Source: an optimization exercise on an open RTL-to-GDS flow (aim: a short achievable clock period and few clock cycles per item). Production flows keep margins and buffers that such runs may drop. RTL that was checked went through simulation tests only; none was proved equivalent to the original. No functional check of the RTL was part of runs 2 to 4. Power and IR drop assume default switching activity.

**flow/design.v**
```verilog
module hart #(
    parameter RESET_ADDR = 32'h00000000
) (
    input  wire        i_clk,
    input  wire        i_rst,
    output wire [31:0] o_imem_raddr,
    input  wire [31:0] i_imem_rdata,
    output wire [31:0] o_dmem_addr,
    output wire        o_dmem_ren,
    output wire        o_dmem_wen,
    output wire [31:0] o_dmem_wdata,
    output wire [ 3:0] o_dmem_mask,
    input  wire [31:0] i_dmem_rdata,
    output wire        o_retire_valid,
    output wire [31:0] o_retire_inst,
    output wire        o_retire_trap,
    output wire        o_retire_halt,
    output wire [ 4:0] o_retire_rs1_raddr,
    output wire [ 4:0] o_retire_rs2_raddr,
    output wire [31:0] o_retire_rs1_rdata,
    output wire [31:0] o_retire_rs2_rdata,
    output wire [ 4:0] o_retire_rd_waddr,
    output wire [31:0] o_retire_rd_wdata,
    output wire [31:0] o_retire_pc,
    output wire [31:0] o_retire_next_pc
);
    localparam [6:0] OP_LUI    = 7'b0110111;
    localparam [6:0] OP_AUIPC  = 7'b0010111;
    localparam [6:0] OP_JAL    = 7'b1101111;
    localparam [6:0] OP_JALR   = 7'b1100111;
    localparam [6:0] OP_BRANCH = 7'b1100011;
    localparam [6:0] OP_LOAD   = 7'b0000011;
    localparam [6:0] OP_STORE  = 7'b0100011;
    localparam [6:0] OP_IMM    = 7'b0010011;
    localparam [6:0] OP_REG    = 7'b0110011;
    reg  [31:2] pc_f;
    reg         v_x;
    reg  [31:0] ir_x;
    reg  [31:2] pc_x;
    reg  [31:2] pcp4_x;
    reg  [31:0] imm_x;         
    reg         ptk_x;         
    reg  [31:0] a_x, b_x, s_x;
    reg         sel_pc4_x, sel_add_x, sel_and_x, sel_or_x, sel_xor_x;
    reg         sel_sll_x, sel_srl_x, sel_slt_x;
    reg         sub_x, uns_x, arith_x;
    reg         use1_x;
    reg         br_x, jal_x, jalr_x, ld_x, st_x, wr_x, ill_x, halt_x;
    reg  [2:0]  f3_x;
    reg  [4:0]  rd_x, rs1a_x, rs2a_x;
    reg         v_m;
    reg         ld_m, wr_m, trap_m, halt_m;
    reg  [2:0]  f3_m;
    reg  [1:0]  off_m;
    reg  [4:0]  rd_m;
    reg  [31:0] res_m;
    reg  [31:2] addr_m;
    reg  [31:0] wdata_m;
    reg  [3:0]  mask_m;
    reg         ren_m, wen_m;
    reg  [31:0] ir_m, rs1d_m, rs2d_m;
    reg  [31:2] pc_m, npc_m;
    reg  [4:0]  rs1a_m, rs2a_m;
    reg         v_w;
    reg         wr_w, trap_w, halt_w;
    reg  [4:0]  rd_w;
    reg  [31:0] res_w;
    reg  [31:0] ir_w, rs1d_w, rs2d_w;
    reg  [31:2] pc_w, npc_w;
    reg  [4:0]  rs1a_w, rs2a_w, rdwa_w;
    reg         dead;
    reg         btb_v   [0:15];
    reg  [11:6] btb_tag [0:15];    
    reg  [15:2] btb_tgt [0:15];    
    wire [3:0]  f_idx  = pc_f[5:2];
    wire        f_hit  = btb_v[f_idx] && (btb_tag[f_idx] == pc_f[11:6]);
    wire [31:2] f_ptgt = {pc_f[31:16], btb_tgt[f_idx]};
    assign o_imem_raddr = {pc_f, 2'b00};
    wire [31:0] ir  = i_imem_rdata;
    wire [6:0] d_op  = ir[6:0];
    wire [2:0] d_f3  = ir[14:12];
    wire [6:0] d_f7  = ir[31:25];
    wire [4:0] d_rs1 = ir[19:15];
    wire [4:0] d_rs2 = ir[24:20];
    wire [4:0] d_rd  = ir[11:7];
    wire d_lui   = d_op == OP_LUI;
    wire d_auipc = d_op == OP_AUIPC;
    wire d_jal   = d_op == OP_JAL;
    wire d_jalr  = d_op == OP_JALR;
    wire d_br    = d_op == OP_BRANCH;
    wire d_ld    = d_op == OP_LOAD;
    wire d_st    = d_op == OP_STORE;
    wire d_opi   = d_op == OP_IMM;
    wire d_opr   = d_op == OP_REG;
    wire d_halt  = ir == 32'h00100073;
    wire d_f7z   = d_f7 == 7'b0000000;
    wire d_f7s   = d_f7 == 7'b0100000;
    wire d_ill =
        d_opr   ? !(d_f7z || (d_f7s && (d_f3 == 3'b000 || d_f3 == 3'b101))) :
        d_opi   ? ((d_f3 == 3'b001) && !d_f7z) ||
                  ((d_f3 == 3'b101) && !d_f7z && !d_f7s) :
        d_ld    ? (d_f3 == 3'b011) || (d_f3 == 3'b110) || (d_f3 == 3'b111) :
        d_st    ? (d_f3[2] || d_f3[1:0] == 2'b11) :
        d_br    ? (d_f3[2:1] == 2'b01) :
        d_jalr  ? (d_f3 != 3'b000) :
        (d_jal || d_lui || d_auipc) ? 1'b0 :
        !d_halt;
    wire d_use1 = d_opr | d_opi | d_ld | d_st | d_br | d_jalr;
    wire d_use2 = d_opr | d_st | d_br;
    wire d_wr   = d_opr | d_opi | d_ld | d_jal | d_jalr | d_lui | d_auipc;
    wire [31:0] imm_i = {{20{ir[31]}}, ir[31:20]};
    wire [31:0] imm_s = {{20{ir[31]}}, ir[31:25], ir[11:7]};
    wire [31:0] imm_b = {{20{ir[31]}}, ir[7], ir[30:25], ir[11:8], 1'b0};
    wire [31:0] imm_j = {{12{ir[31]}}, ir[19:12], ir[20], ir[30:21], 1'b0};
    wire [31:0] imm_u = {ir[31:12], 12'd0};
    wire        rf_we;
    wire [31:0] rf_r1, rf_r2;
    rf u_rf (
        .clk    (i_clk),
        .rst    (i_rst),
        .wen    (rf_we),
        .waddr  (rd_w),
        .wdata  (res_w),
        .raddr1 (d_rs1),
        .raddr2 (d_rs2),
        .rdata1 (rf_r1),
        .rdata2 (rf_r2)
    );
    wire nz1  = d_rs1 != 5'd0;
    wire nz2  = d_rs2 != 5'd0;
    wire x_w1 = v_x & wr_x & (rd_x == d_rs1);
    wire x_w2 = v_x & wr_x & (rd_x == d_rs2);
    wire m_w1 = v_m & wr_m & (rd_m == d_rs1);
    wire m_w2 = v_m & wr_m & (rd_m == d_rs2);
    wire w_w1 = v_w & wr_w & (rd_w == d_rs1);
    wire w_w2 = v_w & wr_w & (rd_w == d_rs2);
    wire [31:0] x_res, m_res;
    wire [31:0] d_r1 = (nz1 & x_w1) ? x_res : (nz1 & m_w1) ? m_res :
                       (nz1 & w_w1) ? res_w : rf_r1;
    wire [31:0] d_r2 = (nz2 & x_w2) ? x_res : (nz2 & m_w2) ? m_res :
                       (nz2 & w_w2) ? res_w : rf_r2;
    wire stall = ld_x & ((d_use1 & nz1 & x_w1) | (d_use2 & nz2 & x_w2));
    wire [31:0] xa = a_x;
    wire [31:0] xb = b_x;
    wire [31:0] xs = s_x;
    wire [31:0] x_sum, x_alu;
    wire        x_eq, x_lt;
    alu u_alu (
        .i_a        (xa),
        .i_b        (xb),
        .i_sub      (sub_x),
        .i_unsigned (uns_x),
        .i_arith    (arith_x),
        .i_sel_add  (sel_add_x),
        .i_sel_and  (sel_and_x),
        .i_sel_or   (sel_or_x),
        .i_sel_xor  (sel_xor_x),
        .i_sel_sll  (sel_sll_x),
        .i_sel_srl  (sel_srl_x),
        .i_sel_slt  (sel_slt_x),
        .o_sum      (x_sum),
        .o_result   (x_alu),
        .o_eq       (x_eq),
        .o_lt       (x_lt)
    );
    assign x_res = x_alu | ({32{sel_pc4_x}} & {pcp4_x, 2'b00});
    wire [31:1] x_tgt = {pc_x + imm_x[31:2], imm_x[1]};
    reg x_cond;
    always @(*) begin
        case (f3_x)
            3'b000:  x_cond = x_eq;
            3'b001:  x_cond = !x_eq;
            3'b100:  x_cond = x_lt;
            3'b101:  x_cond = !x_lt;
            3'b110:  x_cond = x_lt;
            default: x_cond = !x_lt;
        endcase
    end
    wire x_taken = br_x & x_cond;
    wire x_jump  = x_taken | jal_x;
    wire x_mem = ld_x | st_x;
    wire x_misal = x_mem & ((f3_x[1:0] == 2'b01 && x_sum[0]) ||
                            (f3_x[1:0] == 2'b10 && x_sum[1:0] != 2'b00));
    wire x_trap = ill_x | x_misal | (x_jump & x_tgt[1]) | (jalr_x & x_sum[1]);
    wire [31:2] tk_a = pc_x, tk_b = imm_x[31:2], tk_c = pc_f;
    wire [31:2] tk_k = (tk_a & tk_b) | ((tk_a ^ tk_b) & ~tk_c);
    wire x_tok   = (tk_a ^ tk_b ^ tk_c) == {tk_k[30:2], 1'b0};
    wire x_redir = v_x & (jalr_x | (x_jump ? !(ptk_x & x_tok) : ptk_x));
    wire [31:2] x_npc = jalr_x ? x_sum[31:2] : x_jump ? x_tgt[31:2] : pcp4_x;
    wire x_flush = x_redir | (v_x & (x_trap | halt_x));
    reg [3:0] x_mask;
    always @(*) begin
        case (f3_x[1:0])
            2'b00:   x_mask = 4'b0001 << x_sum[1:0];
            2'b01:   x_mask = x_sum[1] ? 4'b1100 : 4'b0011;
            default: x_mask = 4'b1111;
        endcase
    end
    wire [31:0] x_wdata = (f3_x[1:0] == 2'b00) ? {4{xs[7:0]}} :
                          (f3_x[1:0] == 2'b01) ? {2{xs[15:0]}} : xs;
    reg         btb_we, btb_clr;
    reg  [3:0]  btb_idx;
    reg  [11:6] btb_wtag;
    reg  [15:2] btb_wtgt;
    always @(posedge i_clk) begin
        btb_we   <= v_x & x_jump;
        btb_clr  <= v_x & ptk_x & !x_jump;
        btb_idx  <= pc_x[5:2];
        btb_wtag <= pc_x[11:6];
        btb_wtgt <= x_tgt[15:2];
    end
    assign o_dmem_addr  = {addr_m, 2'b00};
    assign o_dmem_ren   = ren_m;
    assign o_dmem_wen   = wen_m;
    assign o_dmem_wdata = wdata_m;
    assign o_dmem_mask  = mask_m;
    wire [31:0] m_sh = i_dmem_rdata >> {off_m, 3'b000};
    wire [31:0] m_ld =
        (f3_m[1:0] == 2'b00) ? {{24{~f3_m[2] & m_sh[7]}},  m_sh[7:0]}  :
        (f3_m[1:0] == 2'b01) ? {{16{~f3_m[2] & m_sh[15]}}, m_sh[15:0]} :
                               i_dmem_rdata;
    assign m_res = ld_m ? m_ld : res_m;
    assign rf_we = v_w & wr_w;
    assign o_retire_valid     = v_w;
    assign o_retire_inst      = ir_w;
    assign o_retire_trap      = trap_w;
    assign o_retire_halt      = halt_w;
    assign o_retire_rs1_raddr = rs1a_w;
    assign o_retire_rs2_raddr = rs2a_w;
    assign o_retire_rs1_rdata = rs1d_w;
    assign o_retire_rs2_rdata = rs2d_w;
    assign o_retire_rd_waddr  = rdwa_w;
    assign o_retire_rd_wdata  = res_w;
    assign o_retire_pc        = {pc_w, 2'b00};
    assign o_retire_next_pc   = {npc_w, 2'b00};
    integer k;
    always @(posedge i_clk) begin
        if (i_rst) begin
            for (k = 0; k < 16; k = k + 1)
                btb_v[k] <= 1'b0;
        end else if (btb_we) begin
            btb_v[btb_idx] <= 1'b1;
        end else if (btb_clr) begin
            btb_v[btb_idx] <= 1'b0;
        end
    end
    always @(posedge i_clk) begin
        if (btb_we) begin
            btb_tag[btb_idx] <= btb_wtag;
            btb_tgt[btb_idx] <= btb_wtgt;
        end
    end
    always @(posedge i_clk) begin
        if (i_rst)
            pc_f <= RESET_ADDR[31:2];
        else if (x_flush)
            pc_f <= x_npc;
        else if (!stall)
            pc_f <= f_hit ? f_ptgt : pc_f + 30'd1;
    end
    always @(posedge i_clk) begin
        if (i_rst)
            v_x <= 1'b0;
        else
            v_x <= !stall & !x_flush & !dead;
        if (i_rst)
            dead <= 1'b0;
        else if (v_x & (x_trap | halt_x))
            dead <= 1'b1;
    end
    always @(posedge i_clk) begin
        ir_x    <= ir;
        pc_x    <= pc_f;
        pcp4_x  <= pc_f + 30'd1;
        imm_x   <= d_jal ? imm_j : imm_b;
        ptk_x   <= f_hit;
        a_x     <= d_use1 ? d_r1 : d_auipc ? {pc_f, 2'b00} : 32'd0;
        b_x     <= d_use2 & !d_st ? d_r2 :
                   d_st ? imm_s : (d_lui | d_auipc) ? imm_u : imm_i;
        s_x     <= d_use2 ? d_r2 : 32'd0;
        sel_pc4_x <= d_jal | d_jalr;
        sel_add_x <= d_ld | d_st | d_lui | d_auipc |
                     (d_opr & d_f3 == 3'b000) | (d_opi & d_f3 == 3'b000);
        sel_and_x <= (d_opr | d_opi) & d_f3 == 3'b111;
        sel_or_x  <= (d_opr | d_opi) & d_f3 == 3'b110;
        sel_xor_x <= (d_opr | d_opi) & d_f3 == 3'b100;
        sel_sll_x <= (d_opr | d_opi) & d_f3 == 3'b001;
        sel_srl_x <= (d_opr | d_opi) & d_f3 == 3'b101;
        sel_slt_x <= (d_opr | d_opi) & d_f3[2:1] == 2'b01;
        sub_x     <= d_opr & d_f7[5] & d_f3 == 3'b000;
        uns_x     <= d_br ? d_f3[1] : d_f3[0];
        arith_x   <= d_f7[5];
        use1_x  <= d_use1;
        br_x    <= d_br;
        jal_x   <= d_jal;
        jalr_x  <= d_jalr;
        ld_x    <= d_ld;
        st_x    <= d_st;
        wr_x    <= d_wr & (d_rd != 5'd0);
        ill_x   <= d_ill;
        halt_x  <= d_halt;
        f3_x    <= d_f3;
        rd_x    <= d_rd;
        rs1a_x  <= d_use1 ? d_rs1 : 5'd0;
        rs2a_x  <= d_use2 ? d_rs2 : 5'd0;
    end
    always @(posedge i_clk) begin
        if (i_rst) begin
            v_m   <= 1'b0;
            ren_m <= 1'b0;
            wen_m <= 1'b0;
        end else begin
            v_m   <= v_x;
            ren_m <= v_x & ld_x & !x_trap;
            wen_m <= v_x & st_x & !x_trap;
        end
        ld_m    <= ld_x;
        wr_m    <= wr_x & !x_trap;
        trap_m  <= x_trap;
        halt_m  <= halt_x;
        f3_m    <= f3_x;
        off_m   <= x_sum[1:0];
        rd_m    <= rd_x;
        res_m   <= x_res;
        addr_m  <= x_sum[31:2];
        wdata_m <= x_wdata;
        mask_m  <= x_mask;
        ir_m    <= ir_x;
        rs1d_m  <= use1_x ? xa : 32'd0;
        rs2d_m  <= xs;
        rs1a_m  <= rs1a_x;
        rs2a_m  <= rs2a_x;
        pc_m    <= pc_x;
        npc_m   <= x_npc;
    end
    always @(posedge i_clk) begin
        if (i_rst)
            v_w <= 1'b0;
        else
            v_w <= v_m;
        wr_w   <= wr_m;
        trap_w <= trap_m;
        halt_w <= halt_m;
        rd_w   <= rd_m;
        rdwa_w <= wr_m ? rd_m : 5'd0;
        res_w  <= m_res;
        ir_w   <= ir_m;
        rs1d_w <= rs1d_m;
        rs2d_w <= rs2d_m;
        rs1a_w <= rs1a_m;
        rs2a_w <= rs2a_m;
        pc_w   <= pc_m;
        npc_w  <= npc_m;
    end
endmodule
`default_nettype wire
`default_nettype none
module alu (
    input  wire [31:0] i_a,
    input  wire [31:0] i_b,
    input  wire        i_sub,       
    input  wire        i_unsigned,  
    input  wire        i_arith,     
    input  wire        i_sel_add,
    input  wire        i_sel_and,
    input  wire        i_sel_or,
    input  wire        i_sel_xor,
    input  wire        i_sel_sll,
    input  wire        i_sel_srl,
    input  wire        i_sel_slt,
    output wire [31:0] o_sum,       
    output wire [31:0] o_result,
    output wire        o_eq,
    output wire        o_lt
);
    assign o_sum = i_sub ? (i_a - i_b) : (i_a + i_b);
    wire [32:0] ax = {~i_unsigned & i_a[31], i_a};
    wire [32:0] bx = {~i_unsigned & i_b[31], i_b};
    assign o_lt = $signed(ax) < $signed(bx);
    assign o_eq = (i_a == i_b);
    wire [31:0] sll = i_a << i_b[4:0];
    wire [31:0] srl = $signed({i_arith & i_a[31], i_a}) >>> i_b[4:0];
    assign o_result = ({32{i_sel_add}} & o_sum) |
                      ({32{i_sel_and}} & (i_a & i_b)) |
                      ({32{i_sel_or}}  & (i_a | i_b)) |
                      ({32{i_sel_xor}} & (i_a ^ i_b)) |
                      ({32{i_sel_sll}} & sll) |
                      ({32{i_sel_srl}} & srl) |
                      {31'd0, i_sel_slt & o_lt};
endmodule
`default_nettype wire
`default_nettype none
module rf (
    input  wire        clk,
    input  wire        rst,
    input  wire        wen,
    input  wire [4:0]  waddr,
    input  wire [31:0] wdata,
    input  wire [4:0]  raddr1,
    input  wire [4:0]  raddr2,
    output wire [31:0] rdata1,
    output wire [31:0] rdata2
);
    reg [31:0] mem [1:31];
    integer i;
    always @(posedge clk) begin
        if (rst) begin
            for (i = 1; i < 32; i = i + 1)
                mem[i] <= 32'd0;
        end else if (wen && (waddr != 5'd0)) begin
            mem[waddr] <= wdata;
        end
    end
    assign rdata1 = (raddr1 == 5'd0) ? 32'd0 : mem[raddr1];
    assign rdata2 = (raddr2 == 5'd0) ? 32'd0 : mem[raddr2];
endmodule
`default_nettype wire
```
**flow/config.mk**
```make
export PLATFORM = sky130hd
export DESIGN_NAME = hart
export DESIGN_NICKNAME = hart
export VERILOG_FILES = /design/flow/design.v
export SDC_FILE = /design/flow/constraint.sdc
export NUM_CORES = 8
export LEC_CHECK = 0
export CAP_MARGIN = 20
export CORE_MARGIN = 2
export CORE_UTILIZATION = 60
export SLEW_MARGIN = 20
```
**flow/standard.sh**
```bash
#!/bin/bash
# synth_recipe.tcl (not shown) runs the flow's synth.tcl, then flattens the netlist and writes it again
# the make line also repeats each setting of config.mk as NAME=value (left out here)
make -C /OpenROAD-flow-scripts/flow DESIGN_CONFIG=/design/flow/config.mk WORK_HOME=/design/flow/orfs CLKGATE_MAP_FILE= SYNTH_SCRIPT=/design/flow/synth_recipe.tcl "${@:-finish}"
```
**flow/constraint.sdc**
```tcl
create_clock -name core_clock -period 11.5 [get_ports {i_clk}]
set_input_delay 2.3000 -clock core_clock [delete_from_list [all_inputs] [get_ports {i_clk}]]
set_output_delay 2.3000 -clock core_clock [all_outputs]
set_load 0.01 [all_outputs]
```
**flow/flow/run.sh**
```bash
#!/bin/bash
set -euo pipefail
bash standard.sh SETUP_SLACK_MARGIN=8 finish > standard_flow.log 2>&1
```
==> metrics.cfg, run 1 <==
[yosys]
syn_area_per_cell_sq_um = 13.7
synth_top_area_cell = edfxtp_1
ys.flop_type = edfxtp_1
synthArstFlopShare_pct = 0
yosysSeqAreaShare_pct = 55.6
ys_ff_latch = 2115
ys_warn_count = 2
synth_edf_count = 1360
synthDistinctLibCells = 100
syn_inst = 7329
synth.top_cell.area_share_pct = 40.6
synth.area.top_cells = edfxtp_1, mux4_2, dfxtp_1
syn_area_sq_um = 101000

[critical_path]
critPathLaunchType = primary input
timing_worst_setup_path_type = in2reg
crit_arrival_ns = 4.97
cp-end-kind = register
path_max_fanout = 5
crit_required_ns = 12.24

[placed_design]
io_buffer_count = 369
dp_slack_ns = 4.79
hpwl_microns = 232000
place_congestion = 1.04

[timing]
fin_worst_skew_ns = 0.0694
maxSlewViolCount = 0
final.setup.worst_slack_ns = 7.26
setup_viol = 0
min_period_ns = 4.24
worstMarginPinSlew_ns = 1.43
finalCritPeriodShare_pct = 36.8
rsz0062_at_grt = true
tns_ns = 0
hold_viol = 0
relSlewSlack_pct = 3.77
whs_ns = 0.321
fmax_mhz = 236

[clock_network]
clockBufferDepth = 3
clk_latency_ns = 0.92
clk_pin_slew_ns = 0.06
cts_sinks = 2115
cts_tree = built
cts_made_buffers = 210
htree_levels = 4
clock-root-buffer = clkbuf_16
cts_hold_buf = 0

[global_route]
antenna_found_initial = 61
grt_max_degree = 69
grt_pass1_wl_microns = 577000
grt-ovfl-total = 0
grt_pass1_vias = 73900
grt_usage_pct = 49.2

[routing]
drtIter0Drc = 13100
via_per_inst = 7.29
routedWlPerCell_microns = 40.4
post-route-drc-count = 0
dr.pass1.iters = 9
ant_nets = 0
wl_microns = 429000
vias = 77300

[die]
die-width_microns = 414
initial_core_util_pct = 60.4
fp.coreArea_sq_um = 167000
dieHeight_microns = 414
num_rows = 150
io_pins = 378
dieArea_sq_um = 171000

[job]
max_cap_violations = 0

[layout]
final_layout_size_suffix_gt1_share_pct = 38.5
nets = 8402
area_delta_synth_final_pct = 28.1

[hold_path]
holdCritPathClass = reg2reg

[pwr]
power_leakage_nw = 48.2
ir_drop_v = 0.000177
cellPowerDensity_nw_per_um2 = 141

[outcome]
status = no timing/DRC/antenna violations

[worst paths after layout]
kind                                       start  slack [ns]      end  cells after the start
worst min-delay path                     ir_m[3]        0.32  ir_w[3]                      0
worst max-delay path            i_imem_rdata[20]        7.26  b_x[23]                     11
worst min register to register           ir_m[3]        0.32  ir_w[3]                      0
worst max register to register           b_x[18]        7.48  a_x[29]                     12
[sequential cells by signal (all words and copies together), names as in the netlist, 32 cells and up, named ones only]
name,cells
btb_tag,96
res_w,32
s_x,32
b_x,32
ir_m,32
rs2d_m,32
res_m,32
ir_w,32
rs2d_w,32
rs1d_w,32
a_x,32
btb_tgt,224
u_rf.mem,1024
rs1d_m,32
[cell usage in the layout (no fill, tap or decap), types with 45 or more instances in the layout]
| cell | instances |
|---|---|
| edfxtp_1 | 1360 |
| and2_1 | 1053 |
| mux4_2 | 806 |
| dfxtp_1 | 490 |
| buf_4 | 420 |
| nor2_1 | 326 |
| buf_6 | 325 |
| nand2_1 | 276 |
| clkbuf_16 | 229 |
| a21oi_1 | 187 |
| inv_1 | 175 |
| dfxtp_2 | 173 |
| o21ai_0 | 163 |
| buf_12 | 130 |
| ha_1 | 98 |
| dfxtp_4 | 92 |
| xnor2_1 | 89 |
| buf_2 | 87 |
| buf_16 | 83 |
| mux2i_1 | 61 |
| bufbuf_16 | 60 |
| nand3_1 | 58 |
| o21ai_1 | 58 |
| o211ai_1 | 50 |
| nor2_4 | 46 |
| diode_2 | 45 |
| mux2_4 | 45 |
[logic make-up after synthesis]
kind of cell,Yosys count,share of synthesized area [%]
xor gates and xnor gates,160,1.39
AOI/OAI and AO/OA,1031,6.79
DFF,2115,55.6
buffers and inverters,812,3.23
other,1,0.00372
muxes,964,19.7
adders and majority gates,159,2.21
and+or+nand+nor,2087,11.1
[worst max-delay path, stage by stage]
cell	delay [ns]
buf_16	0.13
buf_12	0.16
buf_12	0.14
buf_16	0.13
mux4_2	0.53
mux4_2	0.59
mux2_4	0.35
a221oi_2	0.24
o21ai_1	0.09
o21ai_1	0.16
a21oi_1	0.11
[cell usage after synthesis (74+ instances only)]
library cell / instances
a21oi_1: 235
inv_1: 183
and2_1: 1057
mux2i_1: 85
buf_1: 74
o21ai_0: 266
edfxtp_1: 1360
nand2_1: 304
xnor2_1: 120
ha_1: 127
nor2_1: 413
mux4_2: 806
clkbuf_1: 451
buf_2: 75
dfxtp_1: 755
[through the flow]
step,cells,utilization [%],power [mW],cell area (sq um)
floorplan,7368,-,9.84,103000
global placement,9510,64.4,10.5,107000
detailed placement,9511,64.4,10.6,107000
CTS,10400,75.3,17.9,126000
global route,10600,77.2,18.5,129000
finish,10600,77.3,18.2,129000
[power by group]
group          total (mW)  switching, mW  internal, mW
registers            8.57          0.245          8.32
clock network        7.08           3.17          3.91
logic                2.55           1.40          1.16
[area by class of cell]
cell class	count	area, sq um
tap	2204	2760
fill	9454	37900
clock inverter	110	1170
timing repair inverter	2	32.5
inverter	185	748
sequential	2115	56500
timing repair buffer	1211	15500
antenna	45	113
clock buffer	281	5880
multi-input combinational	4452	46300
[routing by layer]
| layer | global-route usage, % | routed length, microns | vias to the layer above |
|---|---|---|---|
| met5 | 0 | 346 | - |
| met4 | 38.9 | 41600 | 36 |
| met3 | 19.5 | 67400 | 2165 |
| met2 | 71.1 | 184000 | 7523 |
| met1 | 58.6 | 135000 | 38200 |
| li1 | - | - | 29400 |
[repair_timing]
action | 4_1_cts | 5_1_grt
pin swaps | 171 | 151
hold endpoints to repair | 0 | 0
resized for setup | 2623 | 408
endpoints found under the setup margin | 2196 | 1304
cloned | 134 | 10
setup buffers | 373 | 141
Testbench counts, summed over its fixed seeds: cycles 67,756, instructions 60,455.
==> run 2: changes to the inputs <==
--- a/flow/design.v
+++ b/flow/design.v
@@ -42,4 +42,5 @@
     reg         ptk_x;         
     reg  [31:0] a_x, b_x, s_x;
+    reg         fm_a_x, fw_a_x, fm_b_x, fw_b_x, fm_s_x, fw_s_x;
     reg         sel_pc4_x, sel_add_x, sel_and_x, sel_or_x, sel_xor_x;
     reg         sel_sll_x, sel_srl_x, sel_slt_x;
@@ -71,9 +72,9 @@
     reg         dead;
     reg         btb_v   [0:15];
-    reg  [11:6] btb_tag [0:15];    
-    reg  [15:2] btb_tgt [0:15];    
+    reg  [31:6] btb_tag [0:15];
+    reg  [31:2] btb_tgt [0:15];
     wire [3:0]  f_idx  = pc_f[5:2];
-    wire        f_hit  = btb_v[f_idx] && (btb_tag[f_idx] == pc_f[11:6]);
-    wire [31:2] f_ptgt = {pc_f[31:16], btb_tgt[f_idx]};
+    wire        f_hit  = btb_v[f_idx] && (btb_tag[f_idx] == pc_f[31:6]);
+    wire [31:2] f_ptgt = btb_tgt[f_idx];
     assign o_imem_raddr = {pc_f, 2'b00};
     wire [31:0] ir  = i_imem_rdata;
@@ -135,13 +136,14 @@
     wire w_w1 = v_w & wr_w & (rd_w == d_rs1);
     wire w_w2 = v_w & wr_w & (rd_w == d_rs2);
-    wire [31:0] x_res, m_res;
-    wire [31:0] d_r1 = (nz1 & x_w1) ? x_res : (nz1 & m_w1) ? m_res :
-                       (nz1 & w_w1) ? res_w : rf_r1;
-    wire [31:0] d_r2 = (nz2 & x_w2) ? x_res : (nz2 & m_w2) ? m_res :
-                       (nz2 & w_w2) ? res_w : rf_r2;
-    wire stall = ld_x & ((d_use1 & nz1 & x_w1) | (d_use2 & nz2 & x_w2));
-    wire [31:0] xa = a_x;
-    wire [31:0] xb = b_x;
-    wire [31:0] xs = s_x;
+    wire [31:0] d_r1 = w_w1 ? res_w : rf_r1;
+    wire [31:0] d_r2 = w_w2 ? res_w : rf_r2;
+    wire d_fm1 = d_use1 & nz1 & x_w1;
+    wire d_fw1 = d_use1 & nz1 & !x_w1 & m_w1;
+    wire d_fm2 = d_use2 & nz2 & x_w2;
+    wire d_fw2 = d_use2 & nz2 & !x_w2 & m_w2;
+    wire stall = ld_x & (d_fm1 | d_fm2);
+    wire [31:0] xa = fm_a_x ? res_m : fw_a_x ? res_w : a_x;
+    wire [31:0] xb = fm_b_x ? res_m : fw_b_x ? res_w : b_x;
+    wire [31:0] xs = fm_s_x ? res_m : fw_s_x ? res_w : s_x;
     wire [31:0] x_sum, x_alu;
     wire        x_eq, x_lt;
@@ -164,5 +166,5 @@
         .o_lt       (x_lt)
     );
-    assign x_res = x_alu | ({32{sel_pc4_x}} & {pcp4_x, 2'b00});
+    wire [31:0] x_res = x_alu | ({32{sel_pc4_x}} & {pcp4_x, 2'b00});
     wire [31:1] x_tgt = {pc_x + imm_x[31:2], imm_x[1]};
     reg x_cond;
@@ -183,8 +185,5 @@
                             (f3_x[1:0] == 2'b10 && x_sum[1:0] != 2'b00));
     wire x_trap = ill_x | x_misal | (x_jump & x_tgt[1]) | (jalr_x & x_sum[1]);
-    wire [31:2] tk_a = pc_x, tk_b = imm_x[31:2], tk_c = pc_f;
-    wire [31:2] tk_k = (tk_a & tk_b) | ((tk_a ^ tk_b) & ~tk_c);
-    wire x_tok   = (tk_a ^ tk_b ^ tk_c) == {tk_k[30:2], 1'b0};
-    wire x_redir = v_x & (jalr_x | (x_jump ? !(ptk_x & x_tok) : ptk_x));
+    wire x_redir = v_x & ((x_jump != ptk_x) | jalr_x);
     wire [31:2] x_npc = jalr_x ? x_sum[31:2] : x_jump ? x_tgt[31:2] : pcp4_x;
     wire x_flush = x_redir | (v_x & (x_trap | halt_x));
@@ -201,12 +200,12 @@
     reg         btb_we, btb_clr;
     reg  [3:0]  btb_idx;
-    reg  [11:6] btb_wtag;
-    reg  [15:2] btb_wtgt;
+    reg  [31:6] btb_wtag;
+    reg  [31:2] btb_wtgt;
     always @(posedge i_clk) begin
         btb_we   <= v_x & x_jump;
-        btb_clr  <= v_x & ptk_x & !x_jump;
+        btb_clr  <= v_x & br_x & ptk_x & !x_taken;
         btb_idx  <= pc_x[5:2];
-        btb_wtag <= pc_x[11:6];
-        btb_wtgt <= x_tgt[15:2];
+        btb_wtag <= pc_x[31:6];
+        btb_wtgt <= x_tgt[31:2];
     end
     assign o_dmem_addr  = {addr_m, 2'b00};
@@ -220,5 +219,5 @@
         (f3_m[1:0] == 2'b01) ? {{16{~f3_m[2] & m_sh[15]}}, m_sh[15:0]} :
                                i_dmem_rdata;
-    assign m_res = ld_m ? m_ld : res_m;
+    wire [31:0] m_res = ld_m ? m_ld : res_m;
     assign rf_we = v_w & wr_w;
     assign o_retire_valid     = v_w;
@@ -279,4 +278,10 @@
                    d_st ? imm_s : (d_lui | d_auipc) ? imm_u : imm_i;
         s_x     <= d_use2 ? d_r2 : 32'd0;
+        fm_a_x  <= d_fm1;
+        fw_a_x  <= d_fw1;
+        fm_b_x  <= d_fm2 & !d_st;
+        fw_b_x  <= d_fw2 & !d_st;
+        fm_s_x  <= d_fm2;
+        fw_s_x  <= d_fw2;
         sel_pc4_x <= d_jal | d_jalr;
         sel_add_x <= d_ld | d_st | d_lui | d_auipc |
--- a/flow/config.mk
+++ b/flow/config.mk
@@ -8,4 +8,4 @@
 export CAP_MARGIN = 20
 export CORE_MARGIN = 2
-export CORE_UTILIZATION = 60
+export CORE_UTILIZATION = 50
 export SLEW_MARGIN = 20
==> run 2 against run 1 <==
Compared with the run above: sequential share of layout area grew 3.3 points; still clean; power grew 31%; sequential cell count increased by 598; largest power group unchanged; critical path type is now reg2reg; cell count rose by 23%; clock-buffer cell count rose by 138.
==> metrics.cfg, run 2 <==
[outcome]
status = no timing/DRC/antenna violations  ; unchanged

[job]
max_cap_violations = 0  ; unchanged

[clock_network]
htree_levels = 5  ; was 4
clk_latency_ns = 1.00  ; was 0.92 ns
cts_tree = built  ; unchanged
cts_sinks = 2713  ; was 2115
cts_made_buffers = 303  ; was 210
clockBufferDepth = 4  ; was 3
clk_pin_slew_ns = 0.06  ; about the same
cts_hold_buf = 0  ; unchanged
clock-root-buffer = clkbuf_16  ; unchanged

[critical_path]
cp_slowest_cell = or4_4  ; was mux4_2
crit_top_cell = buf_12
cp-end-kind = register  ; unchanged
crit_arrival_ns = 5.44  ; was 4.97 ns
crit_path_max_incr_delay_ns = 0.54  ; was 0.59 ns
path_max_fanout = 7  ; was 5
crit_required_ns = 12.31  ; was 12.24 ns
critPathLaunchType = register  ; was primary input
timing_worst_setup_path_type = reg2reg  ; was in2reg
worst_path_dominant_cell_family = simple AND/OR/NAND/NOR gates  ; was multiplexers
crit_chain = buf_12 -> buf_6 -> mux2i_1 -> o21a_2 -> buf_12 -> ha_4 -> or4_4 -> nor3_4 -> nand4bb_4 -> buf_4 -> buf_6 -> nand3_2 -> o21ai_4 -> or3_4 -> o22ai_4 -> buf_12 -> buf_4 -> o221a_4 -> nor3_4 -> buf_12 -> a32o_1  ; was buf_16 -> buf_12 -> buf_12 -> buf_16 -> mux4_2 -> mux4_2 -> mux2_4 -> a221oi_2 -> o21ai_1 -> o21ai_1 -> a21oi_1
critPathBufInv = 8  ; was 4

[routing]
via_per_inst = 6.84  ; was 7.29
post-route-drc-count = 0  ; unchanged
drtIter0Drc = 15500  ; was 13100
routedWlPerCell_microns = 41.3  ; was 40.4 microns
vias = 89500  ; was 77300
ant_nets = 0  ; unchanged
wl_microns = 540000  ; was 429000 microns
dr.pass1.iters = 9  ; unchanged

[global_route]
grt-ovfl-total = 0  ; unchanged
grt_usage_pct = 42.2  ; was 49.2%
grt_max_degree = 66  ; was 69
met1_usage_pct = 56.9  ; was 58.6%
top_usage_layer = met2  ; unchanged
antenna_found_initial = 102  ; was 61
grt_pass1_vias = 84000  ; was 73900
grt_pass1_wl_microns = 719000  ; was 577000 microns
met2_usage_pct = 57.7  ; was 71.1%
grt_use_met3_pct = 17.6  ; was 19.5%

[die]
initial_core_util_pct = 50.4  ; was 60.4%
die-width_microns = 502  ; was 414 microns
dieHeight_microns = 502  ; was 414 microns
fp.coreArea_sq_um = 246000  ; was 167000 sq um
dieArea_sq_um = 252000  ; was 171000 sq um
num_rows = 182  ; was 150
io_pins = 378  ; unchanged

[timing]
fmax_mhz = 216  ; was 236 MHz
tns_ns = 0  ; unchanged
min_period_ns = 4.63  ; was 4.24 ns
fin_worst_skew_ns = 0.0859  ; was 0.0694 ns
rsz0062_at_grt = true  ; unchanged
relSlewSlack_pct = 20.0  ; was 3.77%
setup_viol = 0  ; unchanged
hold_viol = 0  ; unchanged
finalCritPeriodShare_pct = 40.3  ; was 36.8%
worstMarginPinSlew_ns = 1.20  ; was 1.43 ns
whs_ns = 0.282  ; was 0.321 ns
maxSlewViolCount = 0  ; unchanged

[yosys]
synth.area.top_cells = edfxtp_1, mux4_2, dfxtp_1  ; unchanged
ys_warn_count = 2  ; unchanged
synthDistinctLibCells = 97  ; was 100
ys_top_cells_by_count = edfxtp_1, and2_1, mux4_2  ; unchanged
ys.flop_type = edfxtp_1  ; unchanged
synthArstFlopShare_pct = 0  ; unchanged
yosysMostFrequentCell = edfxtp_1  ; unchanged
syn_area_per_cell_sq_um = 14.5  ; was 13.7 sq um
synth_top_area_cell = edfxtp_1  ; unchanged
synth_edf_count = 1936  ; was 1360
syn_inst = 8585  ; was 7329
yosysSeqAreaShare_pct = 59.4  ; was 55.6%
syn_area_sq_um = 124000  ; was 101000 sq um
ys_ff_latch = 2713  ; was 2115
synth.top_cell.area_share_pct = 46.8  ; was 40.6%

[placed_design]
place_congestion = 1.06  ; was 1.04
io_buffer_count = 369  ; unchanged
hpwl_microns = 311000  ; was 232000 microns
place_inst = 11800  ; was 9511

[pwr]
cellPowerDensity_nw_per_um2 = 152  ; was 141 nW/um^2
ir_drop_v = 0.000168  ; was 0.000177 V
power_leakage_nw = 57.4  ; was 48.2 nW

[layout]
final_layout_size_suffix_gt1_share_pct = 37.1  ; was 38.5%
mostFrequentLayoutCell = edfxtp_1  ; unchanged
layout.cells.non_filler = 13100  ; was 10600
top_regs = u_rf.mem x1024, btb_tgt x480, btb_tag x416  ; was u_rf.mem x1024, btb_tgt x224, btb_tag x96
area_delta_synth_final_pct = 26.9  ; was 28.1%
multi_input_area_sq_um = 51900  ; was 46300 sq um
layout_common_cells = edfxtp_1, and2_1, mux4_2, dfxtp_1, buf_4  ; unchanged
largest_reg_flops = 1024  ; unchanged
top_register = u_rf.mem  ; unchanged
nets = 9708  ; was 8402
fin_util_pct = 63.9  ; was 77.3%
fillers = 17900  ; was 9454
seqCellArea_sq_um = 74100  ; was 56500 sq um

[hold_path]
holdCritPathClass = reg2reg  ; unchanged

## run 2: metrics by stage
step                      instance area, sq um  setup WS, ns  power, mW
after floorplan                         127000          7.06       12.6
after global placement                  133000          4.05       13.6
after detailed placement                133000          4.75       13.6
after CTS                               154000          6.81       23.7
after global routing                    157000          6.76       24.4
final                                   157000          6.87       23.9
## run 2: cell families (layout without fill, tap and decap cells)
group                      after synthesis  in the layout  synth area share, %
AOI/OAI and AO/OA                     1209           1209                 6.58
xor gates and xnor gates               127            127                0.896
adders and majority gates              131            131                 1.34
buffers and inverters                  938           2046                 3.08
DFF                                   2713           2713                 59.4
muxes                                 1242           1242                 19.2
other                                    1             80              0.00302
and+or+nand+nor                       2224           2226                 9.56
## run 2: power by group
part           total (mW)  switching [mW]  internal [mW]  leakage, nW
Sequential           11.0           0.254           10.7         25.4
Clock                9.65            4.01           5.64         4.76
Combinational        3.27            1.85           1.42         27.2
## run 2: final cells by class
| type | count | area share, % |
|---|---|---|
| flip-flops and latches | 2713 | 47.1 |
| multi-input cells | 4975 | 32.9 |
| repair buffers | 1327 | 10.6 |
| clock buffers | 419 | 5.40 |
| well taps | 3312 | 2.63 |
| clock inverters | 109 | 0.752 |
| inverters | 189 | 0.526 |
| diodes | 40 | 0.0636 |
| repair inverters | 2 | 0.0207 |
## run 2: repair_timing
item	in CTS	in global routing
pin swaps	168	150
endpoints found under the hold margin	0	0
endpoints found under the setup margin	2228	667
setup buffers	448	131
cloned	124	10
resized for setup	2652	383
## run 2: final timing paths
| kind | start | endpoint | slack [ns] | cells past startpoint |
|---|---|---|---|---|
| max reg2reg | fw_b_x | pc_f[11] | 6.87 | 21 |
| min | rs2d_m[11] | rs2d_w[11] | 0.28 | 0 |
| max | fw_b_x | pc_f[11] | 6.87 | 21 |
| min reg2reg | rs2d_m[11] | rs2d_w[11] | 0.28 | 0 |
## run 2: layer usage
layer  wire, microns  share of wire, %
met5             316             0.059
met1          199000                37
met2          220000                41
met4           35700               6.6
met3           85000                16
==> run 3: changes to the inputs <==
--- a/flow/design.v
+++ b/flow/design.v
@@ -198,15 +198,7 @@
     wire [31:0] x_wdata = (f3_x[1:0] == 2'b00) ? {4{xs[7:0]}} :
                           (f3_x[1:0] == 2'b01) ? {2{xs[15:0]}} : xs;
-    reg         btb_we, btb_clr;
-    reg  [3:0]  btb_idx;
-    reg  [31:6] btb_wtag;
-    reg  [31:2] btb_wtgt;
-    always @(posedge i_clk) begin
-        btb_we   <= v_x & x_jump;
-        btb_clr  <= v_x & br_x & ptk_x & !x_taken;
-        btb_idx  <= pc_x[5:2];
-        btb_wtag <= pc_x[31:6];
-        btb_wtgt <= x_tgt[31:2];
-    end
+    wire        btb_we  = v_x & x_jump;
+    wire        btb_clr = v_x & br_x & ptk_x & !x_taken;
+    wire [3:0]  x_idx   = pc_x[5:2];
     assign o_dmem_addr  = {addr_m, 2'b00};
     assign o_dmem_ren   = ren_m;
@@ -239,13 +231,13 @@
                 btb_v[k] <= 1'b0;
         end else if (btb_we) begin
-            btb_v[btb_idx] <= 1'b1;
+            btb_v[x_idx] <= 1'b1;
         end else if (btb_clr) begin
-            btb_v[btb_idx] <= 1'b0;
+            btb_v[x_idx] <= 1'b0;
         end
     end
     always @(posedge i_clk) begin
         if (btb_we) begin
-            btb_tag[btb_idx] <= btb_wtag;
-            btb_tgt[btb_idx] <= btb_wtgt;
+            btb_tag[x_idx] <= pc_x[31:6];
+            btb_tgt[x_idx] <= x_tgt[31:2];
         end
     end
==> run 3 against run 2 <==
Compared with the run above: still clean on timing, DRC and antenna; clock power rose by 0.8%; sequential power barely moved; global-route usage rose by 1.2 points; die area decreased by 1.6%; utilization rose by 2.4 points.
==> metrics.cfg, run 3 <==
[global_route]
grt_pass1_wl_microns = 730000  ; was 719000 microns
grt_pass1_vias = 84600  ; was 84000
antenna_found_initial = 73  ; was 102
grt_max_degree = 86  ; was 66
grt_usage_pct = 43.3  ; was 42.2%
grt-ovfl-total = 0  ; unchanged

[yosys]
syn_area_sq_um = 122000  ; was 124000 sq um
ys_top_cells_by_count = edfxtp_1, and2_1, mux4_2  ; unchanged
ys_ff_latch = 2681  ; was 2713
synth.top_cell.area_share_pct = 47.6  ; was 46.8%
ys.flop_type = edfxtp_1  ; unchanged
synth_compound_area_share_pct = 6.05  ; was 6.58%
yosysMostFrequentCell = edfxtp_1  ; unchanged
synthArstFlopShare_pct = 0  ; unchanged
synthXorXnorAreaFrac_pct = 0.997  ; was 0.896%
synth_edf_count = 1936  ; unchanged
synth_top_family_by_area = multiplexers  ; unchanged
synth.area.top_cells = edfxtp_1, mux4_2, dfxtp_1  ; unchanged
synth-adder-area-share_pct = 1.36  ; was 1.34%
ys_warn_count = 2  ; unchanged
synthMuxAreaShare_pct = 19.0  ; was 19.2%
syn_inst = 8481  ; was 8585
synthSimpleGateAreaFrac_pct = 9.80  ; was 9.56%
yosysSeqAreaShare_pct = 59.8  ; was 59.4%
synth_top_area_cell = edfxtp_1  ; unchanged
synthDistinctLibCells = 84  ; was 97
syn_area_per_cell_sq_um = 14.4  ; was 14.5 sq um

[timing]
rsz0062_at_grt = true  ; unchanged
relSlewSlack_pct = 23.2  ; was 20.0%
fmax_mhz = 215  ; was 216 MHz
maxSlewViolCount = 0  ; unchanged
setup_viol = 0  ; unchanged
worstMarginPinSlew_ns = 1.14  ; was 1.20 ns
fin_worst_skew_ns = 0.0968  ; was 0.0859 ns
hold_viol = 0  ; unchanged
finalCritPeriodShare_pct = 40.5  ; was 40.3%
tns_ns = 0  ; unchanged
min_period_ns = 4.65  ; was 4.63 ns

[routing]
routedWlPerCell_microns = 42.0  ; was 41.3 microns
ant_nets = 0  ; unchanged
post-route-drc-count = 0  ; unchanged
drtIter0Drc = 14800  ; was 15500
dr.pass1.iters = 6  ; was 9
wl_microns = 554000  ; was 540000 microns
via_per_inst = 6.82  ; was 6.84
vias = 90000  ; was 89500

[pwr]
p_sw_mw = 6.12  ; about the same
power_mw = 23.7  ; was 23.9 mW
internal_power_mw = 17.6  ; was 17.8 mW
p_sw_share_pct = 25.8  ; was 25.6%
ir_drop_v = 0.000120  ; was 0.000168 V
power_leakage_nw = 59.2  ; was 57.4 nW
combPwrFrac_pct = 13.7  ; about the same
cellPowerDensity_nw_per_um2 = 147  ; was 152 nW/um^2
power_frac_seq_pct = 45.3  ; was 45.9%
clockPowerShare_pct = 41.0  ; was 40.4%

[die]
initial_core_util_pct = 50.2  ; was 50.4%
dieArea_sq_um = 248000  ; was 252000 sq um
num_rows = 181  ; was 182
fp.coreArea_sq_um = 243000  ; was 246000 sq um
die-width_microns = 498  ; was 502 microns
dieHeight_microns = 498  ; was 502 microns
io_pins = 378  ; unchanged

[outcome]
status = no timing/DRC/antenna violations  ; unchanged

[critical_path]
timing_worst_setup_path_type = reg2reg  ; unchanged
r2r_setup_slack_ns = 6.85  ; was 6.87 ns
critPathLaunchType = register  ; unchanged
path_max_fanout = 8  ; was 7
crit_required_ns = 12.16  ; was 12.31 ns
cp-end-kind = register  ; unchanged
crit_arrival_ns = 5.32  ; was 5.44 ns

[clock_network]
clockBufferDepth = 4  ; unchanged
clock-root-buffer = clkbuf_16  ; unchanged
cts_tree = built  ; unchanged
cts_sinks = 2681  ; was 2713
cts_made_buffers = 304  ; was 303
cts_hold_buf = 0  ; unchanged
htree_levels = 5  ; unchanged
clk_latency_ns = 1.00  ; about the same
clk_pin_slew_ns = 0.06  ; about the same

[layout]
layout_common_cells = edfxtp_1, and2_1, mux4_2, buf_4, dfxtp_1  ; was edfxtp_1, and2_1, mux4_2, dfxtp_1, buf_4
mostFrequentLayoutCell = edfxtp_1  ; unchanged
fillers = 16800  ; was 17900
seqCellArea_sq_um = 73600  ; was 74100 sq um
top_register = u_rf.mem  ; unchanged
multi_input_area_sq_um = 50400  ; was 51900 sq um
top_regs = u_rf.mem x1024, btb_tgt x480, btb_tag x416  ; unchanged
largest_reg_flops = 1024  ; unchanged
nets = 9914  ; was 9708
layout.cells.non_filler = 13200  ; was 13100
final_layout_size_suffix_gt1_share_pct = 39.7  ; was 37.1%
area_delta_synth_final_pct = 32.0  ; was 26.9%

[placed_design]
io_buffer_count = 369  ; unchanged
place_inst = 11600  ; was 11800
place_congestion = 0.999  ; was 1.06
hpwl_microns = 289000  ; was 311000 microns

[hold_path]
holdCritPathClass = reg2reg  ; unchanged

[job]
max_cap_violations = 0  ; unchanged

[run 3: final timing paths]
path / endpoint / from / cells past startpoint
worst min-delay path: pc_w[23] / pc_m[23] / 0
worst min register to register: pc_w[23] / pc_m[23] / 0
worst max register to register: btb_tag[5][18] / fw_a_x / 21
worst max-delay path: btb_tag[5][18] / fw_a_x / 21
[run 3: worst max-delay path, stage by stage, from the launching register on]
cell	delay, ns
dfxtp_4	0.41
buf_12	0.15
buf_16	0.15
mux2i_1	0.20
o21a_1	0.24
inv_2	0.09
ha_2	0.21
nor2b_1	0.13
o21ai_1	0.18
a21oi_1	0.10
o31a_1	0.32
or4_1	0.42
o211ai_1	0.32
o41ai_4	0.12
buf_6	0.14
buf_12	0.14
or2_4	0.31
buf_6	0.15
nor2_4	0.13
buf_12	0.17
buf_12	0.12
buf_16	0.16
[run 3: through the flow]
| stage | area (sq um) | hold slack [ns] | util, % | setup WS [ns] |
|---|---|---|---|---|
| 6_report | 161000 | 0.289 | 66.3 | 6.85 |
| 5_1_grt | 161000 | 0.286 | 66.3 | 6.82 |
| 4_1_cts | 157000 | 0.284 | 64.5 | 6.99 |
| 3_5_place_dp | 130000 | 0.312 | 53.4 | 4.65 |
| 3_3_place_gp | 130000 | 0.310 | 53.4 | 4.76 |
| 2_1_floorplan | 125000 | 0.310 | - | 6.79 |
[run 3: layout make-up]
cell class                 instances  area share [%]
clock buffer                     387            5.16
tap                             3202            2.49
timing repair inverter             4          0.0264
sequential                      2681            45.6
antenna                           49          0.0761
timing repair buffer            1589            14.1
inverter                         144           0.377
multi-input combinational       4993            31.3
clock inverter                   136           0.879
[run 3: per-layer routing]
metal | GRT usage (%) | part of all wire, % | vias up
met5 | 0 | 0.043 | -
met2 | 62.8 | 43 | 7622
met1 | 55.6 | 34 | 45700
li1 | - | - | 34700
met3 | 13.2 | 14 | 1924
met4 | 30.7 | 9.2 | 38
[run 3: cells by family after synthesis]
group,Yosys count
AOI/OAI and AO/OA,1147
other,1
adders and majority gates,131
muxes,1213
DFF,2681
xor gates and xnor gates,139
and+or+nand+nor,2291
buffers and inverters,878
[run 3: timing repair]
| item | CTS | global route |
|---|---|---|
| resized for setup | 2964 | 431 |
| setup endpoints to repair | 2762 | 1669 |
| gates cloned | 221 | 45 |
| pin swaps | 224 | 178 |
| buffers inserted | 607 | 176 |
[run 3: power by group through the flow]
stage                     sequential, mW  combinational (mW)  clock [mW]
after floorplan                     10.9                1.52           0
after global placement              11.0                2.38           0
after detailed placement            11.0                2.39           0
after CTS                           10.7                3.00        9.71
after global routing                10.8                3.27        10.1
final                               10.8                3.24        9.73
==> run 4: changes to the inputs <==
--- a/flow/design.v
+++ b/flow/design.v
@@ -35,16 +35,20 @@
     localparam [6:0] OP_REG    = 7'b0110011;
     reg  [31:2] pc_f;
+    reg         v_d;
+    reg  [31:0] ir_d;
+    reg  [31:2] pc_d;
+    reg         ptk_d;         
     reg         v_x;
     reg  [31:0] ir_x;
     reg  [31:2] pc_x;
     reg  [31:2] pcp4_x;
-    reg  [31:0] imm_x;         
+    reg  [31:1] tgt_x;         
     reg         ptk_x;         
     reg  [31:0] a_x, b_x, s_x;
     reg         fm_a_x, fw_a_x, fm_b_x, fw_b_x, fm_s_x, fw_s_x;
-    reg         sel_pc4_x, sel_add_x, sel_and_x, sel_or_x, sel_xor_x;
+    reg  [31:0] dres_x;        
+    reg         sel_d_x, sel_add_x, sel_and_x, sel_or_x, sel_xor_x;
     reg         sel_sll_x, sel_srl_x, sel_slt_x;
     reg         sub_x, uns_x, arith_x;
-    reg         use1_x;
     reg         br_x, jal_x, jalr_x, ld_x, st_x, wr_x, ill_x, halt_x;
     reg  [2:0]  f3_x;
@@ -78,11 +82,10 @@
     wire [31:2] f_ptgt = btb_tgt[f_idx];
     assign o_imem_raddr = {pc_f, 2'b00};
-    wire [31:0] ir  = i_imem_rdata;
-    wire [6:0] d_op  = ir[6:0];
-    wire [2:0] d_f3  = ir[14:12];
-    wire [6:0] d_f7  = ir[31:25];
-    wire [4:0] d_rs1 = ir[19:15];
-    wire [4:0] d_rs2 = ir[24:20];
-    wire [4:0] d_rd  = ir[11:7];
+    wire [6:0] d_op  = ir_d[6:0];
+    wire [2:0] d_f3  = ir_d[14:12];
+    wire [6:0] d_f7  = ir_d[31:25];
+    wire [4:0] d_rs1 = ir_d[19:15];
+    wire [4:0] d_rs2 = ir_d[24:20];
+    wire [4:0] d_rd  = ir_d[11:7];
     wire d_lui   = d_op == OP_LUI;
     wire d_auipc = d_op == OP_AUIPC;
@@ -94,5 +97,5 @@
     wire d_opi   = d_op == OP_IMM;
     wire d_opr   = d_op == OP_REG;
-    wire d_halt  = ir == 32'h00100073;
+    wire d_halt  = ir_d == 32'h00100073;
     wire d_f7z   = d_f7 == 7'b0000000;
     wire d_f7s   = d_f7 == 7'b0100000;
@@ -110,9 +113,15 @@
     wire d_use2 = d_opr | d_st | d_br;
     wire d_wr   = d_opr | d_opi | d_ld | d_jal | d_jalr | d_lui | d_auipc;
-    wire [31:0] imm_i = {{20{ir[31]}}, ir[31:20]};
-    wire [31:0] imm_s = {{20{ir[31]}}, ir[31:25], ir[11:7]};
-    wire [31:0] imm_b = {{20{ir[31]}}, ir[7], ir[30:25], ir[11:8], 1'b0};
-    wire [31:0] imm_j = {{12{ir[31]}}, ir[19:12], ir[20], ir[30:21], 1'b0};
-    wire [31:0] imm_u = {ir[31:12], 12'd0};
+    wire [31:0] imm_i = {{20{ir_d[31]}}, ir_d[31:20]};
+    wire [31:0] imm_s = {{20{ir_d[31]}}, ir_d[31:25], ir_d[11:7]};
+    wire [31:0] imm_b = {{20{ir_d[31]}}, ir_d[7], ir_d[30:25], ir_d[11:8], 1'b0};
+    wire [31:0] imm_j = {{12{ir_d[31]}}, ir_d[19:12], ir_d[20], ir_d[30:21], 1'b0};
+    wire [31:0] imm_u = {ir_d[31:12], 12'd0};
+    wire [31:0] d_boff = d_jal ? imm_j : imm_b;
+    wire [31:1] d_tgt  = {pc_d + d_boff[31:2], d_boff[1]};
+    wire [31:2] d_pcp4 = pc_d + 30'd1;
+    wire [31:0] d_res  = d_lui   ? imm_u :
+                         d_auipc ? {pc_d[31:12] + imm_u[31:12], pc_d[11:2], 2'b00} :
+                                   {d_pcp4, 2'b00};
     wire        rf_we;
     wire [31:0] rf_r1, rf_r2;
@@ -128,6 +137,4 @@
         .rdata2 (rf_r2)
     );
-    wire nz1  = d_rs1 != 5'd0;
-    wire nz2  = d_rs2 != 5'd0;
     wire x_w1 = v_x & wr_x & (rd_x == d_rs1);
     wire x_w2 = v_x & wr_x & (rd_x == d_rs2);
@@ -136,11 +143,14 @@
     wire w_w1 = v_w & wr_w & (rd_w == d_rs1);
     wire w_w2 = v_w & wr_w & (rd_w == d_rs2);
-    wire [31:0] d_r1 = w_w1 ? res_w : rf_r1;
-    wire [31:0] d_r2 = w_w2 ? res_w : rf_r2;
+    wire nz1  = d_rs1 != 5'd0;
+    wire nz2  = d_rs2 != 5'd0;
+    wire [31:0] d_r1 = m_w1 ? res_m : w_w1 ? res_w : rf_r1;
+    wire [31:0] d_r2 = m_w2 ? res_m : w_w2 ? res_w : rf_r2;
     wire d_fm1 = d_use1 & nz1 & x_w1;
-    wire d_fw1 = d_use1 & nz1 & !x_w1 & m_w1;
+    wire d_fw1 = d_use1 & nz1 & !x_w1 & m_w1 & ld_m;
     wire d_fm2 = d_use2 & nz2 & x_w2;
-    wire d_fw2 = d_use2 & nz2 & !x_w2 & m_w2;
-    wire stall = ld_x & (d_fm1 | d_fm2);
+    wire d_fw2 = d_use2 & nz2 & !x_w2 & m_w2 & ld_m;
+    wire stall = v_d & v_x & ld_x & ((d_fm1) | (d_fm2));
+    wire d_redir_raw = !ptk_d & (d_jal | (d_br & ir_d[31]));
     wire [31:0] xa = fm_a_x ? res_m : fw_a_x ? res_w : a_x;
     wire [31:0] xb = fm_b_x ? res_m : fw_b_x ? res_w : b_x;
@@ -166,6 +176,5 @@
         .o_lt       (x_lt)
     );
-    wire [31:0] x_res = x_alu | ({32{sel_pc4_x}} & {pcp4_x, 2'b00});
-    wire [31:1] x_tgt = {pc_x + imm_x[31:2], imm_x[1]};
+    wire [31:0] x_res = x_alu | ({32{sel_d_x}} & dres_x);
     reg x_cond;
     always @(*) begin
@@ -180,12 +189,12 @@
     end
     wire x_taken = br_x & x_cond;
-    wire x_jump  = x_taken | jal_x;
     wire x_mem = ld_x | st_x;
     wire x_misal = x_mem & ((f3_x[1:0] == 2'b01 && x_sum[0]) ||
                             (f3_x[1:0] == 2'b10 && x_sum[1:0] != 2'b00));
-    wire x_trap = ill_x | x_misal | (x_jump & x_tgt[1]) | (jalr_x & x_sum[1]);
-    wire x_redir = v_x & ((x_jump != ptk_x) | jalr_x);
-    wire [31:2] x_npc = jalr_x ? x_sum[31:2] : x_jump ? x_tgt[31:2] : pcp4_x;
-    wire x_flush = x_redir | (v_x & (x_trap | halt_x));
+    wire x_trap = ill_x | x_misal | ((x_taken | jal_x) & tgt_x[1]) | (jalr_x & x_sum[1]);
+    wire x_redir = v_x & ((br_x & (x_taken != ptk_x)) | jalr_x);
+    wire [31:2] x_rtgt = jalr_x ? x_sum[31:2] : x_taken ? tgt_x[31:2] : pcp4_x;
+    wire x_flush = v_x & (x_redir | x_trap | halt_x);
+    wire [31:2] x_npc = (x_taken | jal_x) ? tgt_x[31:2] : jalr_x ? x_sum[31:2] : pcp4_x;
     reg [3:0] x_mask;
     always @(*) begin
@@ -198,7 +207,7 @@
     wire [31:0] x_wdata = (f3_x[1:0] == 2'b00) ? {4{xs[7:0]}} :
                           (f3_x[1:0] == 2'b01) ? {2{xs[15:0]}} : xs;
-    wire        btb_we  = v_x & x_jump;
+    wire        btb_we = v_x & !x_trap & (x_taken | jal_x);
     wire        btb_clr = v_x & br_x & ptk_x & !x_taken;
-    wire [3:0]  x_idx   = pc_x[5:2];
+    wire [3:0]  x_idx = pc_x[5:2];
     assign o_dmem_addr  = {addr_m, 2'b00};
     assign o_dmem_ren   = ren_m;
@@ -239,14 +248,31 @@
         if (btb_we) begin
             btb_tag[x_idx] <= pc_x[31:6];
-            btb_tgt[x_idx] <= x_tgt[31:2];
+            btb_tgt[x_idx] <= x_rtgt;
         end
     end
+    wire d_redir = v_d & !stall & d_redir_raw;
     always @(posedge i_clk) begin
-        if (i_rst)
+        if (i_rst) begin
             pc_f <= RESET_ADDR[31:2];
-        else if (x_flush)
-            pc_f <= x_npc;
-        else if (!stall)
-            pc_f <= f_hit ? f_ptgt : pc_f + 30'd1;
+            v_d  <= 1'b0;
+        end else if (x_flush) begin
+            pc_f <= x_rtgt;
+            v_d  <= 1'b0;
+        end else if (stall) begin
+            pc_f <= pc_f;
+        end else if (d_redir) begin
+            pc_f <= d_tgt[31:2];
+            v_d  <= 1'b0;
+        end else begin
+            pc_f  <= f_hit ? f_ptgt : pc_f + 30'd1;
+            v_d   <= 1'b1;
+        end
+    end
+    always @(posedge i_clk) begin
+        if (!stall) begin
+            ir_d  <= i_imem_rdata;
+            pc_d  <= pc_f;
+            ptk_d <= f_hit;
+        end
     end
     always @(posedge i_clk) begin
@@ -254,5 +280,5 @@
             v_x <= 1'b0;
         else
-            v_x <= !stall & !x_flush & !dead;
+            v_x <= v_d & !stall & !x_flush & !dead;
         if (i_rst)
             dead <= 1'b0;
@@ -261,12 +287,12 @@
     end
     always @(posedge i_clk) begin
-        ir_x    <= ir;
-        pc_x    <= pc_f;
-        pcp4_x  <= pc_f + 30'd1;
-        imm_x   <= d_jal ? imm_j : imm_b;
-        ptk_x   <= f_hit;
-        a_x     <= d_use1 ? d_r1 : d_auipc ? {pc_f, 2'b00} : 32'd0;
+        ir_x    <= ir_d;
+        pc_x    <= pc_d;
+        pcp4_x  <= d_pcp4;
+        tgt_x   <= d_tgt;
+        ptk_x   <= ptk_d | d_redir_raw;
+        a_x     <= d_use1 ? d_r1 : 32'd0;
         b_x     <= d_use2 & !d_st ? d_r2 :
-                   d_st ? imm_s : (d_lui | d_auipc) ? imm_u : imm_i;
+                   d_st ? imm_s : imm_i;
         s_x     <= d_use2 ? d_r2 : 32'd0;
         fm_a_x  <= d_fm1;
@@ -276,7 +302,7 @@
         fm_s_x  <= d_fm2;
         fw_s_x  <= d_fw2;
-        sel_pc4_x <= d_jal | d_jalr;
-        sel_add_x <= d_ld | d_st | d_lui | d_auipc |
-                     (d_opr & d_f3 == 3'b000) | (d_opi & d_f3 == 3'b000);
+        dres_x  <= d_res;
+        sel_d_x   <= d_lui | d_auipc | d_jal | d_jalr;
+        sel_add_x <= d_ld | d_st | (d_opr & d_f3 == 3'b000) | (d_opi & d_f3 == 3'b000);
         sel_and_x <= (d_opr | d_opi) & d_f3 == 3'b111;
         sel_or_x  <= (d_opr | d_opi) & d_f3 == 3'b110;
@@ -288,5 +314,4 @@
         uns_x     <= d_br ? d_f3[1] : d_f3[0];
         arith_x   <= d_f7[5];
-        use1_x  <= d_use1;
         br_x    <= d_br;
         jal_x   <= d_jal;
@@ -324,5 +349,5 @@
         mask_m  <= x_mask;
         ir_m    <= ir_x;
-        rs1d_m  <= use1_x ? xa : 32'd0;
+        rs1d_m  <= xa;
         rs2d_m  <= xs;
         rs1a_m  <= rs1a_x;
==> flow/run.sh (new file) <==
#!/bin/bash
# synth_recipe.tcl (not shown) runs the flow's synth.tcl, then flattens the netlist and writes it again
# the make line also repeats each setting of config.mk as NAME=value (left out here)
make -C /OpenROAD-flow-scripts/flow DESIGN_CONFIG=/design/flow/config.mk WORK_HOME=/design/flow/orfs CLKGATE_MAP_FILE= SYNTH_SCRIPT=/design/flow/synth_recipe.tcl finish
--- a/flow/config.mk
+++ b/flow/config.mk
@@ -8,4 +8,5 @@
 export CAP_MARGIN = 20
 export CORE_MARGIN = 2
-export CORE_UTILIZATION = 50
+export CORE_UTILIZATION = 40
+export SETUP_SLACK_MARGIN = 5
 export SLEW_MARGIN = 20
removed: flow/flow/run.sh
removed: flow/standard.sh
==> run 4 against run 3 <==
Compared with the run above: power decreased by 2.0%; clock power increased by 2%; sequential power increased by 4%; fmax decreased by 27%; worst hold slack improved by 0.032 ns; cell area decreased by 8.7%; register-to-register slack got worse by 1.7 ns; routed wire length decreased by 16%; highest routed layer unchanged; critical path depth decreased by 6; setup slack got worse by 1.7 ns; clock-buffer cell count decreased by 6; non-clock buffer count decreased by 939.
==> metrics.cfg, run 4 <==
[critical_path]
cp-end-kind = register  ; unchanged
timing_worst_setup_path_type = reg2reg  ; unchanged
reg2reg_from = fw_a_x  ; unchanged
critPathLaunchType = register  ; unchanged
crit_arrival_ns = 6.84  ; was 5.32 ns
cp-startpoint = fw_a_x  ; unchanged
crit_required_ns = 11.99  ; was 12.16 ns

[layout]
area_delta_synth_final_pct = 15.0  ; was 32.0%
top_regs = u_rf.mem x1024, btb_tgt x480, btb_tag x416  ; unchanged
nets = 9462  ; was 9914
layout_common_cells = edfxtp_1, and2_1, mux4_2, dfxtp_1, nand2_1  ; was edfxtp_1, and2_1, mux4_2, buf_4, dfxtp_1
final_layout_size_suffix_gt1_share_pct = 20.5  ; was 39.7%
mostFrequentLayoutCell = edfxtp_1  ; unchanged
final_area_sq_um = 147000  ; was 161000 sq um

[yosys]
synth_top_area_cell = edfxtp_1  ; unchanged
synth.area.top_cells = edfxtp_1, mux4_2, dfxtp_1  ; unchanged
syn_area_sq_um = 128000  ; was 122000 sq um
synth.top_cell.area_share_pct = 46.9  ; was 47.6%
syn_inst = 8986  ; was 8481
synth_edf_count = 1999  ; was 1936
ys_top_cells_by_count = edfxtp_1, and2_1, mux4_2  ; unchanged
yosysSeqAreaShare_pct = 59.5  ; was 59.8%
ys_ff_latch = 2802  ; was 2681
syn_area_per_cell_sq_um = 14.2  ; was 14.4 sq um
yosysMostFrequentCell = edfxtp_1  ; unchanged
ys_warn_count = 2  ; unchanged
ys.flop_type = edfxtp_1  ; unchanged
synthDistinctLibCells = 87  ; was 84

[placed_design]
placed_cell_area_sq_um = 136000  ; was 130000 sq um
io_buffer_count = 369  ; unchanged
place_congestion = 0.980  ; was 0.999
hpwl_microns = 308000  ; was 289000 microns

[hold_path]
holdCritStartpoint = pc_m[15]  ; was pc_m[23]
holdCritPathClass = reg2reg  ; unchanged

[clock_network]
clockBufferDepth = 4  ; unchanged
clk_pin_slew_ns = 0.06  ; about the same
clk_latency_ns = 0.95  ; was 1.00 ns
htree_levels = 5  ; unchanged
cts_made_buffers = 305  ; was 304
clock-root-buffer = clkbuf_16  ; unchanged
cts_sinks = 2802  ; was 2681

[global_route]
antenna_found_initial = 34  ; was 73
grt-ovfl-total = 0  ; unchanged
grt_pass1_wl_microns = 643000  ; was 730000 microns
grt_pass1_vias = 81800  ; was 84600
grt_max_degree = 128  ; was 86
grt_usage_pct = 28.2  ; was 43.3%

[timing]
fin_worst_skew_ns = 0.107  ; was 0.0968 ns
hold_viol = 0  ; unchanged
worstMarginPinSlew_ns = 1.29  ; was 1.14 ns
min_period_ns = 6.36  ; was 4.65 ns
tns_ns = 0  ; unchanged
maxSlewViolCount = 0  ; unchanged
finalCritPeriodShare_pct = 55.3  ; was 40.5%
setup_viol = 0  ; unchanged
relSlewSlack_pct = 14.2  ; was 23.2%

[routing]
drtIter0Drc = 10600  ; was 14800
ant_nets = 0  ; unchanged
post-route-drc-count = 0  ; unchanged
vias = 82700  ; was 90000
via_per_inst = 6.04  ; was 6.82
dr.pass1.iters = 6  ; unchanged
routedWlPerCell_microns = 34.1  ; was 42.0 microns

[pwr]
ir_drop_v = 0.000124  ; was 0.000120 V
power_leakage_nw = 51.9  ; was 59.2 nW

[die]
initial_core_util_pct = 40.2  ; was 50.2%
dieArea_sq_um = 324000  ; was 248000 sq um
die-width_microns = 569  ; was 498 microns
fp.coreArea_sq_um = 318000  ; was 243000 sq um
num_rows = 207  ; was 181

[outcome]
status = no timing/DRC/antenna violations  ; unchanged

[run 4: changes by cell type after synthesis, sizes merged, moves of 32 or more]
cell,before,now
a21oi,320,266
dfxtp,745,803
edfxtp,1936,1999
nand2,516,548
nor2,401,464
o21ai,265,354
xnor2,100,133
[run 4: stage by stage]
| stage | setup slack [ns] | utilization (%) | power, mW | hold WS (ns) |
|---|---|---|---|---|
| global route | 4.99 | 46.2 | 23.8 | 0.322 |
| finish | 5.14 | 46.2 | 23.3 | 0.320 |
| CTS | 4.89 | 46.1 | 23.3 | 0.323 |
| global placement | 3.89 | 42.9 | 13.5 | 0.310 |
| detailed placement | 3.84 | 42.9 | 13.5 | 0.312 |
| floorplan | 4.74 | - | 12.6 | 0.310 |
[run 4: cells by family after synthesis]
kind of cell             count (synthesis)  synth area share (%)
flip-flops                            2802                  59.5
AND/OR/NAND/NOR                       2432                  9.89
multiplexers                          1253                  18.7
AO/OA/AOI/OAI                         1251                  6.27
buffers and inverters                  903                  2.82
XOR/XNOR                               192                  1.31
adder cells (fa/ha/maj)                152                  1.51
other                                    1               0.00293
[run 4: timing repair]
action                                 4_1_cts  5_1_grt
setup endpoints to repair                 1168      920
setup buffers                               16        6
hold buffers                                 0        0
gates resized for setup                     34       51
pin swaps                                   15        0
endpoints found under the hold margin        0        0
cloned                                      10        0
[run 4: metal layers]
metal	wire (microns)	track usage, %
met1	181000	37.3
met2	216000	44.4
met5	30	0
met3	41000	4.70
met4	29300	15.4
[run 4: path summary, 6_finish.rpt]
check	cells past startpoint	endpoint	slack (ns)
setup / recovery	15	btb_tgt[12][14]	5.14
hold / removal	0	pc_w[15]	0.32
setup reg to reg	15	btb_tgt[12][14]	5.14
hold reg to reg	0	pc_w[15]	0.32
[run 4: where the power goes]
group	total [mW]	internal [mW]	switching, mW
registers	11.2	11.0	0.227
clock network	9.91	5.68	4.23
logic	2.13	0.880	1.25
[run 4: critical path, stage by stage, from the launching register on]
cell and delay (ns):
dfxtp_2 0.33, buf_8 0.32, mux2_2 0.39, mux2i_1 0.35, ha_1 0.46, nor2_1 0.36, nand3_1 0.21, or4_1 0.67
o311ai_2 0.38, mux2i_1 0.24, or3_1 0.48, a31oi_1 0.26, and2_2 0.35, nand2_2 0.33, nor2_4 0.24, buf_6 0.42
[run 4: area by class of cell]
type,count,area [sq um]
Clock inverter,173,1740
Sequential cell,2802,76200
Clock buffer,381,8280
Antenna cell,22,55.1
Timing Repair Buffer,650,6080
Tap cell,4180,5230
Fill cell,27600,171000
Inverter,155,592
Multi-Input combinational cell,5330,48900

Re-timed with assumed drivers on the ports (clkbuf_16 on the clock, buf_2 on other inputs), run 4 has 5.143 ns of setup slack against 5.143 ns with ideal ports, and 5.143 ns once port delays also move by the mid clock arrival of 1.002 ns.
